This is an optimization exercise on Yosys and OpenROAD, whose aim is small area, not a production implementation.
Function was checked by simulation only, so behaviour that the tests miss may differ from the original.
Power figures rest on the tool's default switching activity, not on a simulated workload.

## flow/design.v (module list and top-level ports; edited modules follow where they fit)
// module wavelet_transform: 3298 lines
module wavelet_transform #(
    parameter BITS_PER_ELEM = 8,
    parameter TOTAL_FILTERS = 7,
    parameter SUM_TRUNCATION = 8
) (
    input wire clk,
    input wire rst,
    input wire signed [BITS_PER_ELEM - 1:0] i_value,
    input wire i_data_clk,
    input wire [7:0] i_select_output_channel,
    output wire [SUM_TRUNCATION - 1:0] o_multiplexed_wavelet_out,
    output wire o_active,
    output [8:0] io_oeb
);
  // ...
==> flow/run.sh <==
#!/bin/bash
# synth_recipe.tcl (not shown) runs the flow's synth.tcl, then flattens the netlist and writes it again
# the make line also repeats each setting of config.mk as NAME=value (left out here)
make -C /OpenROAD-flow-scripts/flow DESIGN_CONFIG=/design/flow/config.mk WORK_HOME=/design/flow/orfs CLKGATE_MAP_FILE= SYNTH_SCRIPT=/design/flow/synth_recipe.tcl finish
==> flow/config.mk <==
export PLATFORM = sky130hd
export DESIGN_NAME = wavelet_transform
export DESIGN_NICKNAME = wavelet_transform
export VERILOG_FILES = /design/flow/design.v
export SDC_FILE = /design/flow/constraint.sdc
export NUM_CORES = 4
export LEC_CHECK = 0
export CAP_MARGIN = 20
export CORE_MARGIN = 2
export CORE_UTILIZATION = 40
export SLEW_MARGIN = 20
==> flow/constraint.sdc <==
create_clock -name core_clock -period 14.0 [get_ports {clk}]
set_input_delay 2.8000 -clock core_clock [delete_from_list [all_inputs] [get_ports {clk}]]
set_output_delay 2.8000 -clock core_clock [all_outputs]
set_load 0.01 [all_outputs]
==> results.json, run 1 <==
{
  "cts_buffers": 93,
  "place.gp.congestion": 1.043,
  "multiInputCombCellCount": 3911,
  "synth_top_area_share_pct": 32.35,
  "power_leader": "combinational cells",
  "grt.busiest_layer": "met2",
  "num_antenna_cells": 2,
  "area_growth_pct": 9.665,
  "postSynthAreaPerCell_sq_um": 9.251,
  "syn_inst": 6268,
  "cp.required_ns": 14.66,
  "synthMuxAreaShare_pct": 0.8912,
  "grt_max_degree": 207,
  "die_area_sq_um": 148000,
  "setup_tns_ns": 0,
  "final_cell_area_sq_um": 63590,
  "use_met1_pct": 36.29,
  "maxUsedRoutingLayer": "met4",
  "n_clock_buffer": 130,
  "cp_data_arrival_time_ns": 14.06,
  "multi_input_area_share_pct": 56.45,
  "slew_viol_final": 0,
  "syn_area_sq_um": 57980,
  "synth_common_cells": "1,334 x nand2_1, 1,216 x inv_1, 937 x fa_1, 802 x dfxtp_1, 594 x a21oi_1",
  "wl_met3_mm": 13.39,
  "synth_area_leaders": "fa_1 32%, dfxtp_1 28%, nand2_1 8.6%",
  "ir_worst_vdd_mv": 1.712,
  "min-delay-start": "u23[5]$_SDFFE_PP0P_",
  "cp-end-kind": "flop",
  "vias_per_cell": 5.205,
  "outcome": "timing/DRC/antenna clean",
  "pg_comb_mw": 13.0,
  "layout_min_cycle_time_ns": 13.40,
  "r2r_end": "acc6[19]$_SDFFE_PP0P_",
  "final_nets": 7432,
  "rr_startpoint": "ph1$_SDFF_PP0_",
  "io_buffer_count": 27,
  "seq-power_mw": 2.82,
  "tightest_slew_ns": 1.148,
  "grt_overflow": 0,
  "cp_slowest_stage_delay_ns": 0.91
}
==> run 2: changes to the inputs <==
==> flow/flow/run.sh (new file) <==
#!/bin/bash
# Own flow: the standard synthesis, then fixinv.py removes the inverters
# that synthesis left around full-adder cells (a full adder is self-dual, so
# some fa cells are flipped to take and give complemented signals), then
# the standard layout from floorplan to finish on that netlist.
set -euo pipefail
R=orfs/results/${FLOW_PLATFORM}/wavelet_transform/base
bash standard.sh synth > synth.log 2>&1
cp "$R/1_2_yosys.v" 1_2_yosys.std.v
python3 flow/fixinv.py 1_2_yosys.std.v "$R/1_2_yosys.v" > fixinv.log 2>&1
rm -f "$R/1_synth.odb" "$R/1_synth.sdc"
bash standard.sh finish > finish.log 2>&1
==> flow/flow/fixinv.py (new file) <==
#!/usr/bin/env python3
"""Remove inverters around full adders in a flat Yosys netlist.

A full adder is self-dual: FA(~a, ~b, ~c) = ~FA(a, b, c) for both outputs.
So each sky130 fa cell may be "flipped": its inputs take the complements of
what they took and its outputs then carry the complements of what they
carried.  This script removes every inverter, chooses which full adders to
flip so that as few signals as possible are needed in both polarities, and
adds back one inverter per signal that is still needed inverted.  The logic
function of the netlist is unchanged.

usage: fixinv.py IN.v OUT.v
"""
import re
import sys
import random

INV = re.compile(r'^sky130_fd_sc_hd__(inv|clkinv)_\d+$')
FA = re.compile(r'^sky130_fd_sc_hd__fa_\d+$')
OUTPINS = {'X', 'Y', 'Q', 'Q_N', 'SUM', 'COUT', 'HI', 'LO'}

src = open(sys.argv[1]).read()
lines = src.split('\n')

# --- parse ---------------------------------------------------------------
ports = set()
mod_start = None
cells = []          # dict(type, name, pins: list[(pin, net)], lo, hi)
i = 0
first_cell_line = None
while i < len(lines):
    ln = lines[i]
    m = re.match(r'^\s*(input|output|inout)\s+(\[[^\]]*\]\s*)?(.*);', ln)
    if m:
        for p in m.group(3).split(','):
            ports.add(p.strip())
    m = re.match(r'^\s*(sky130_fd_sc_hd__\w+)\s+(\S+(?: )?)\s*\($', ln)
    if m:
        if first_cell_line is None:
            first_cell_line = i
        ty, nm = m.group(1), m.group(2)
        pins = []
        j = i + 1
        while not re.match(r'^\s*\);\s*$', lines[j]):
            pm = re.match(r'^\s*\.(\w+)\((.*)\),?\s*$', lines[j])
            assert pm, lines[j]
            pins.append((pm.group(1), pm.group(2).strip()))
            j += 1
        cells.append(dict(type=ty, name=nm, pins=pins, lo=i, hi=j))
        i = j + 1
        continue
    i += 1


def portbase(net):
    n = net.lstrip('\\').strip()
    return re.sub(r'\[\d+\]$', '', n)


isport = lambda net: portbase(net) in ports

driver = {}
for c in cells:
    for p, n in c['pins']:
        if p in OUTPINS:
            driver[n] = c

# removable inverters: output not a port
removable = set()
for ci, c in enumerate(cells):
    if INV.match(c['type']):
        y = dict(c['pins'])['Y']
        if not isport(y):
            removable.add(ci)
inv_in = {}
for ci in removable:
    d = dict(cells[ci]['pins'])
    inv_in[d['Y']] = d['A']


def literal(net):
    p = 0
    while net in inv_in:
        net = inv_in[net]
        p ^= 1
    return net, p


cellidx = {id(c): k for k, c in enumerate(cells)}
isfa = [bool(FA.match(c['type'])) for c in cells]
# FA whose outputs are ports cannot flip
flippable = [False] * len(cells)
for k, c in enumerate(cells):
    if isfa[k]:
        outs = [n for p, n in c['pins'] if p in OUTPINS]
        flippable[k] = not any(isport(n) for n in outs)

# loads: (cell index, pin index, root, parity)
loads = []
byroot = {}
for k, c in enumerate(cells):
    if k in removable:
        continue
    for pi, (p, n) in enumerate(c['pins']):
        if p in OUTPINS:
            continue
        r, par = literal(n)
        loads.append((k, pi, r, par))
        byroot.setdefault(r, []).append(len(loads) - 1)
# port nets that are roots need parity 0 (they are loads of themselves)
portroot = set()
for c in cells:
    for p, n in c['pins']:
        if p in OUTPINS and isport(n):
            portroot.add(n)

rootdrv = {}
for r in byroot:
    d = driver.get(r)
    rootdrv[r] = cellidx[id(d)] if d is not None else None

s = [0] * len(cells)


def phys(li):
    k, pi, r, par = loads[li]
    v = par
    d = rootdrv[r]
    if d is not None:
        v ^= s[d]
    if isfa[k] and cells[k]['pins'][pi][0] in ('A', 'B', 'CIN'):
        v ^= s[k]
    return v


def rootcost(r):
    return 1 if any(phys(li) for li in byroot[r]) else 0


# roots touched by each FA
touch = {}
for k in range(len(cells)):
    if not (isfa[k] and flippable[k]):
        continue
    rs = set()
    for p, n in cells[k]['pins']:
        if p in OUTPINS:
            if n in byroot:
                rs.add(n)
        else:
            rs.add(literal(n)[0])
    touch[k] = rs

total0 = sum(rootcost(r) for r in byroot)
cands = list(touch.keys())
rng = random.Random(1)
import math
cur = total0
best = cur
bests = list(s)
T = 2.0
steps = 400 * max(1, len(cands))
for it in range(steps):
    k = cands[rng.randrange(len(cands))]
    before = sum(rootcost(r) for r in touch[k])
    s[k] ^= 1
    d = sum(rootcost(r) for r in touch[k]) - before
    if d <= 0 or rng.random() < math.exp(-d / T):
        cur += d
        if cur < best:
            best = cur
            bests = list(s)
    else:
        s[k] ^= 1
    T = max(0.05, 2.0 * (1 - it / steps))
s = bests
passes = steps
total1 = sum(rootcost(r) for r in byroot)

def vnet(n):
    return n + ' ' if n.startswith('\\') else n


# --- rewrite ---------------------------------------------------------------
newinv = {}
newcells = []
newwires = []
conn = {}   # (k, pi) -> net
for li, (k, pi, r, par) in enumerate(loads):
    if phys(li):
        if r not in newinv:
            nm = 'fixinv_n%d' % len(newinv)
            newinv[r] = nm
            newwires.append(nm)
            newcells.append('  sky130_fd_sc_hd__inv_1 fixinv_%d (\n    .A(%s),\n    .Y(%s)\n  );'
                            % (len(newinv) - 1, vnet(r), nm))
        conn[(k, pi)] = newinv[r]
    else:
        conn[(k, pi)] = r

drop = set()
for ci in removable:
    for x in range(cells[ci]['lo'], cells[ci]['hi'] + 1):
        drop.add(x)
repl = {}
for k, c in enumerate(cells):
    if k in removable:
        continue
    for pi, (p, n) in enumerate(c['pins']):
        if (k, pi) in conn and conn[(k, pi)] != n:
            ln = c['lo'] + 1 + pi
            repl[ln] = re.sub(r'\.(\w+)\((.*)\)', lambda m: '.%s(%s)' % (m.group(1), vnet(conn[(k, pi)])), lines[ln], count=1)

out = []
for x, ln in enumerate(lines):
    if x == first_cell_line:
        out.extend('  wire %s;' % w for w in newwires)
    if x in drop:
        continue
    out.append(repl.get(x, ln))
    if x == first_cell_line - 1:
        pass
# append new inverter cells before endmodule
em = max(x for x, ln in enumerate(out) if ln.strip() == 'endmodule')
out[em:em] = newcells
open(sys.argv[2], 'w').write('\n'.join(out))
sys.stderr.write('inverters: %d removable, %d before, %d after; %d fa flipped of %d; passes %d\n'
                 % (len(removable), total0, total1, sum(s), len(cands), passes))
==> flow/standard.sh (new file) <==
#!/bin/bash
# synth_recipe.tcl (not shown) runs the flow's synth.tcl, then flattens the netlist and writes it again
# the make line also repeats each setting of config.mk as NAME=value (left out here)
make -C /OpenROAD-flow-scripts/flow DESIGN_CONFIG=/design/flow/config.mk WORK_HOME=/design/flow/orfs CLKGATE_MAP_FILE= SYNTH_SCRIPT=/design/flow/synth_recipe.tcl "${@:-finish}"
removed: flow/run.sh
==> results.json, run 2 <==
{
  "outcome": "timing/DRC/antenna clean",
  "crit_start": "ph0$_SDFF_PP0_",
  "dr.first_iter.drc_count": 4729,
  "area_growth_pct": 9.963,
  "wirelength_mm": 186.1,
  "cts.path.max_buffers": 3,
  "cts_resized": 0,
  "grt_overflow": 0,
  "holdBufCountCts": 0,
  "cp_data_arrival_time_ns": 14.43,
  "reg.largest.list": "acc6 (20), acc5 (19)",
  "vias": 40040,
  "start_kind": "flop",
  "grt_max_degree": 231,
  "cts_htree_levels": 3,
  "die_area_sq_um": 141200,
  "cts.sinks": 802,
  "io_pins": 37,
  "min-delay-path-class": "reg2reg",
  "clkSlewWorstSetupHoldPaths_ns": 0.07,
  "layout_commonest_cell": "nand2_1",
  "tritoncts": "yes",
  "drive_gt1_share_pct": 5.689,
  "leakagePower_nw": 22.64,
  "final_nets": 6730,
  "slew_viol_final": 0,
  "antenna_found_initial": 1,
  "ant_nets": 0,
  "clock_latency_ns": 0.77,
  "slew_headroom_pct": 20.99,
  "num_rows": 136,
  "postSynthAreaPerCell_sq_um": 9.961,
  "min-delay-start": "u74[5]$_SDFFE_PP0P_",
  "yosysWarnings": 1,
  "vias_per_cell": 5.447,
  "fp.coreArea_sq_um": 137300,
  "start_util_pct": 40.27,
  "fmax_mhz": 72.74,
  "gr-usage-all-layers_pct": 26.58,
  "cts-root-buf": "clkbuf_16",
  "post-route-period-util_pct": 98.20,
  "drt_pre_antenna_iters": 11,
  "syn_inst": 5551,
  "fp.dieH_um": 375.8,
  "cp.required_ns": 14.68,
  "cts_buffers": 94,
  "ir_worst_vdd_mv": 1.113,
  "rr_startpoint": "ph0$_SDFF_PP0_",
  "wl_per_cell_um": 25.32,
  "hpwl_mm": 148.4,
  "setup_violations": 0,
  "path_delay_family": "adder cells",
  "cp-end-kind": "flop",
  "cap_violations": 0,
  "path_buf_inv": 6,
  "syn_area_sq_um": 55290,
  "place.gp.congestion": 1.009,
  "setup_tns_ns": 0,
  "critPathMaxFanout": 21,
  "die_x_um": 375.8,
  "grt_pass1_vias": 40330,
  "hold_violations": 0,
  "worst-setup-path-type": "reg2reg",
  "cp_slowest_stage_delay_ns": 1.03,
  "skew_ns": 0.1114,
  "grt_pass1_wl_mm": 274.7,
  "largest_reg_flops": 20,
  "layout_min_cycle_time_ns": 13.75,
  "whs_ns": 0.3897,
  "tightest_slew_ns": 1.185,
  "crit_top_cell": "fa_1",
  "power.density_nw_per_um2": 284.8,
  "drc": 0,
  "rsz0062_at_grt": "no",
  "total_power_mw": 17.32,
  "top_register": "acc6",
  "final_cell_mix": "1,334 x nand2_1, 937 x fa_1, 799 x dfxtp_1",
  "io_buffer_count": 27,
  "crit_slowest_cell": "a222oi_1",
  "postCtsSetupBuffers": 0
}
==> run 2: worst paths after layout <==
path | to | cells past startpoint | slack, ns
worst max-delay path | acc6[19]$_SDFFE_PP0P_ | 38 | 0.25
worst min-delay path | u75[5]$_SDFFE_PP0P_ | 2 | 0.39
worst max register to register | acc6[19]$_SDFFE_PP0P_ | 38 | 0.25
worst min register to register | u75[5]$_SDFFE_PP0P_ | 2 | 0.39
==> run 2: cell type report <==
class / instances / area (sq um)
fill: 13020 / 76520
multi-input combinational: 3911 / 35900
sequential: 802 / 16070
clock buffer: 134 / 2713
tap: 1794 / 2245
inverter: 500 / 1878
timing repair buffer: 170 / 1496
clock inverter: 38 / 503.0
antenna: 1 / 2.502
==> run 2: power breakdown <==
part / switching, mW / internal, mW
registers: 0.110 / 2.67
clock network: 1.10 / 1.46
logic: 6.89 / 5.10
total: 8.09 / 9.23
==> run 2: routing by layer <==
layer | global-route usage [%] | wire, um | vias to the layer above
li1 | - | - | 17880
met1 | 37.82 | 82810 | 20520
met2 | 40.54 | 83180 | 1373
met3 | 4.511 | 12740 | 272
met4 | 9.987 | 7396 | 0
met5 | 0 | 0 | -
==> run 2: worst register-to-register path: cells and delay by family, from the launching register on <==
family | cells | cell delay, ns
adder cells (fa/ha/maj) | 28 | 11.11
buffers and inverters | 6 | 0.62
AO/OA/AOI/OAI | 2 | 1.22
flip-flops | 1 | 0.44
XOR/XNOR | 1 | 0.19
AND/OR/NAND/NOR | 1 | 0.08
==> run 2: through the flow <==
| step | cells | area, sq um | util (%) | setup WS, ns |
|---|---|---|---|---|
| 2_1_floorplan | 5559 | 55320 | - | 1.330 |
| 3_3_place_gp | 7175 | 57570 | 41.92 | 0.3229 |
| 3_5_place_dp | 7177 | 57580 | 41.93 | 0.3462 |
| 4_1_cts | 7349 | 60800 | 44.28 | 0.3617 |
| 5_1_grt | 7349 | 60800 | 44.28 | 0.09468 |
| 6_report | 7350 | 60800 | 44.28 | 0.2519 |

what the ideal ports hide:
Ports are ideal in the flow. The routed layouts listed here were re-timed in OpenROAD. Step 1 sets driving cells, clkbuf_16 on the clock port and buf_2 on the other inputs (assumed; they add their load-dependent delay and slew). Step 2 times the ports against the registers' clock, not the clock port: input delays grow and output delays shrink by t, the midpoint of the rising clock arrivals with the driver on. a / b / c = ideal ports / drivers / drivers and shift; a / b = the first two.
run	t (ns)	slack for setup (ns)	hold WS [ns]	worst data-port slew with drivers (ns)
run 1	0.781	0.599 / 0.599 / 0.599	0.435 / 0.435 / 0.435	0.05
run 2	0.784	0.252 / 0.252 / 0.252	0.390 / 0.390 / 0.390	0.05
After both steps setup and hold are still met in every run listed.
